From an optimization exercise on the open Yosys and OpenROAD flow, aimed at small area and a short achievable clock period; shortcuts taken in it are not production practice.
At most, simulation tests tie the RTL to the original design; equivalence was not proved.
Power is estimated from default activity; no workload was simulated.

== ember ==
==> flow/design.v (excerpt) <==
module Top (
    input         enable,
    input  [31:0] addr,
    input  [31:0] w_data,
    input  [1:0]  htrans,
    input  [2:0]  hsize,
    input         hwrite,
    input  [2:0]  hburst,
    input         Master_ready,
    input         Slave_ready,
    input         HCLK,
    input         HRESETn,
    input  [1:0]  hselx,
    output [31:0] data_out
    );
For scale: ~7300 cells after synthesis, roughly 110 I/O pins, roughly 110000 um2 of cells after synthesis.
export LEC_CHECK = 0
export CAP_MARGIN = 20
export CORE_MARGIN = 2
export CORE_UTILIZATION = 45
export CTS_CLUSTER_DIAMETER = 70
export CTS_CLUSTER_SIZE = 30
export PLACE_DENSITY = 0.6
export SETUP_SLACK_MARGIN = 3.5
export SLEW_MARGIN = 20
create_clock -name core_clock -period 8.0 [get_ports {HCLK}]
standard.sh (not shown) runs the stock make flow with config.mk's settings and CLKGATE_MAP_FILE= SYNTH_SCRIPT=/design/flow/synth_recipe.tcl, a recipe that flattens the netlist after the stock synthesis.
==> flow/flow/run.sh <==
#!/bin/bash
set -euo pipefail
export SYNTH_KEEP_MODULES="Multiplexor Decoder"
export BUFFER_PORTS_ARGS="-buffer_cell sky130_fd_sc_hd__buf_4"
bash standard.sh > standard.log 2>&1
Looking at the reports, ember completed the entire flow and the layout it produced met the timing, DRC and antenna checks.
## Diff of input files: sierra against ember
--- a/flow/design.v
+++ b/flow/design.v
@@ -175,22 +175,21 @@
     input             HSELx,
     input      [31:0] WDATA,
     input      [3:0]  idx,         
     input             lt16,        
     input             gt16,        
     input      [15:0] wsel,        
     input      [15:0] sel_next,    
     input      [3:0]  idx_next,    
     input             gt16_next,   
     input             mr_next,     
-    input             mw,          
-    input             b1v,         
+    input             mw_next,     
     input      [31:0] doq,         
     output reg        HRESP,
     output reg [31:0] HRDATA,
     output     [31:0] G1,
     output     [31:0] G0
     );
     localparam IDLE = 3'd0, WRITE = 3'd1, READ = 3'd2, BUSY = 3'd3, ERROR = 3'd4;
     reg [2:0]  state, next_state;
     reg        busy_flag;
     reg        resp_q;
@@ -219,29 +218,33 @@
     reg  [31:0] mem_rd;
     integer i;
     always @(*) begin
         mem_rd = rconst ? {20'b0, SLAVE, 6'b0, idx_next} : 32'd0;
         for (i = 0; i < 16; i = i + 1)
             mem_rd = mem_rd | ({32{rsel[i]}} & mem[32*i +: 32]);
         if (bypass)
             mem_rd = WDATA;
     end
     reg [31:0] buf1;
+    reg        b1v;
     always @(posedge HCLK) begin
         if (HREADY)
             buf1 <= mem_rd;
     end
     always @(posedge HCLK or negedge HRESETn) begin
-        if (!HRESETn)
+        if (!HRESETn) begin
+            b1v  <= 1'b0;
             buf2 <= 32'd0;
-        else if (HREADY)
+        end else if (HREADY) begin
+            b1v  <= 1'b1;
             buf2 <= {32{b1v}} & buf1;
+        end
     end
     always @(*) begin
         case (state)
             IDLE:
                 next_state = !HREADY ? IDLE : HWRITE ? WRITE : READ;
             WRITE, READ:
                 if (HREADY) begin
                     if (gt16)
                         next_state = ERROR;
                     else if (HTRANS == 2'd1)
@@ -273,38 +276,38 @@
             state     <= next_state;
             busy_flag <= (state == BUSY);
             resp_q    <= HRESP;
         end
     end
     always @(posedge HCLK)
         rdata_q <= HRDATA;
     wire n_idle = (next_state == IDLE) || (next_state > ERROR);
     wire n_b1   = (next_state == READ) & ~gt16_next & (state != BUSY);
     wire n_b2   = (next_state == BUSY) & (state != BUSY);
-    reg  e_b1, e_b2, e_b12, e_q;
+    reg  e_b1, e_b2, e_q, e_w;
     always @(posedge HCLK or negedge HRESETn) begin
         if (!HRESETn) begin
             e_b1 <= 1'b0;
             e_b2 <= 1'b0;
-            e_b12 <= 1'b0;
             e_q  <= 1'b0;
+            e_w  <= 1'b0;
         end else begin
+            e_w  <= mw_next;
             e_b1 <= mr_next & n_b1;
             e_b2 <= mr_next & n_b2;
-            e_b12 <= mr_next & (n_b1 | n_b2);
             e_q  <= mr_next & ~n_idle & ~n_b1 & ~n_b2;
         end
     end
     assign G1 = ({32{e_b1}} & buf1) | ({32{e_b2}} & buf2) |
-                ({32{e_q}} & rdata_q) | ({32{mw}} & doq);
-    assign G0 = ({32{e_b12}} & buf2) |
-                ({32{e_q}} & rdata_q) | ({32{mw}} & doq);
+                ({32{e_q}} & rdata_q) | ({32{e_w}} & doq);
+    assign G0 = ({32{e_b1 | e_b2}} & buf2) |
+                ({32{e_q}} & rdata_q) | ({32{e_w}} & doq);
     always @(*) begin
         case (state)
             IDLE: begin
                 HRESP  = 1'b0;
                 HRDATA = 32'd0;
             end
             WRITE: begin
                 HRESP  = gt16;
                 HRDATA = rdata_q;
             end
@@ -367,53 +370,50 @@
         .HCLK(HCLK), .HRESETn(HRESETn),
         .enable(enable), .addr(addr), .w_data(w_data), .htrans(htrans),
         .hsize(hsize), .hwrite(hwrite), .hburst(hburst),
         .HREADY(Master_ready), .HRESP(HRESP),
         .m_idle(m_idle), .m_write(m_write), .m_read(m_read), .mr_next(mr_next), .mw_next(mw_next),
         .HADDR(HADDR), .HTRANS(HTRANS), .WDATA(WDATA),
         .data_out(data_out), .data_out_q(data_out_q)
     );
     reg  [3:0] idx;
     reg        lt16, gt16;
-    reg        b1v;      
     wire       lt16_n = (HADDR[31:6] == 26'd0);
     wire       eq16_n = (HADDR[31:2] == 30'd16);
     wire [15:0] sel_next = lt16_n ? (16'd1 << HADDR[5:2]) : 16'd0;
     wire [15:0] wsel     = lt16   ? (16'd1 << idx) : 16'd0;
     always @(posedge HCLK or negedge HRESETn) begin
         if (!HRESETn) begin
             idx  <= 4'd0;
             lt16 <= 1'b1;
             gt16 <= 1'b0;
-            b1v  <= 1'b0;
         end else begin
             if (Slave_ready) begin
-                b1v  <= 1'b1;
                 idx  <= HADDR[5:2];
                 lt16 <= lt16_n;
                 gt16 <= ~lt16_n & ~eq16_n;
             end
         end
     end
     wire [7:0] dsel_unused;
     Decoder Decode (.SEL(hselx), .READY(Slave_ready), .HSEL(HSEL), .DSEL(dsel_unused));
     genvar s;
     generate
         for (s = 0; s < 4; s = s + 1) begin : sl
             slave #(.SLAVE(s)) Slave (
                 .HCLK(HCLK), .HRESETn(HRESETn),
                 .HREADY(Slave_ready), .HWRITE(hwrite), .HTRANS(HTRANS),
                 .HSELx(HSEL[s]), .WDATA(WDATA),
                 .idx(idx), .lt16(lt16), .gt16(gt16), .wsel(wsel),
                 .sel_next(sel_next), .idx_next(HADDR[5:2]),
                 .gt16_next(Slave_ready ? (~lt16_n & ~eq16_n) : gt16),
-                .mr_next(mr_next), .mw(m_write), .b1v(b1v), .doq(data_out_q),
+                .mr_next(mr_next), .mw_next(mw_next), .doq(data_out_q),
                 .G1(g_all[64*s + 32 +: 32]), .G0(g_all[64*s +: 32]),
                 .HRESP(hresp_all[s]), .HRDATA(hrdata_all[32*s +: 32])
             );
         end
     endgenerate
     assign HRESP = hresp_all[hselx];
     genvar b, c;
     generate
         for (b = 0; b < 4; b = b + 1) begin : mx
             wire [63:0] g_slice;
[summary]
Result: PASS for each of ember and sierra
After synthesis and placement, the instance count of sierra is above that of ember.
Compare ember and sierra | met3 wirelength from detailed routing higher: sierra
Number of nets produced by synthesis went up slightly going from ember to sierra.
Cmp sierra vs ember: critical path depth higher in sierra
Re leakage dissipation: ember and sierra aren't equal, and the lower value belongs to ember.
For ember, the capture point of the worst path was data_out[2], unlike sierra, where it was data_out[20].
Against ember as the reference, sierra delivers a higher share of final-layout standard cells stronger than drive strength 1.
No functional check of the RTL was part of sierra.

-- re-timing with driven ports --
Ports are ideal in the flow. The routed layouts listed here were re-timed in OpenROAD. Step 1 sets driving cells, clkbuf_16 on the clock port and buf_2 on the other inputs (assumed; they add their load-dependent delay and slew). Step 2 adds t to the input delays and takes it off the output delays; t is the mean of the earliest and latest rising clock arrival at the registers after step 1. Input paths then give back, and output paths get back, about the clock's delay inside the block. Slacks: no drivers / after step 1 / after step 2; pairs: no drivers / after step 1.
run	t, ns	slack for setup (ns)	clock arrival spread, ns	cell pins on the clock port's net
ember	0.955	3.422 / 3.009 / 2.592	0.058 / 0.059	1
sierra	0.944	3.308 / 2.932 / 2.464	0.056 / 0.056	1
After both steps every run listed still meets setup and hold. For sierra, which loses most, drivers alone change the setup slack by -0.376 ns; drivers and shift together by -0.844 ns.
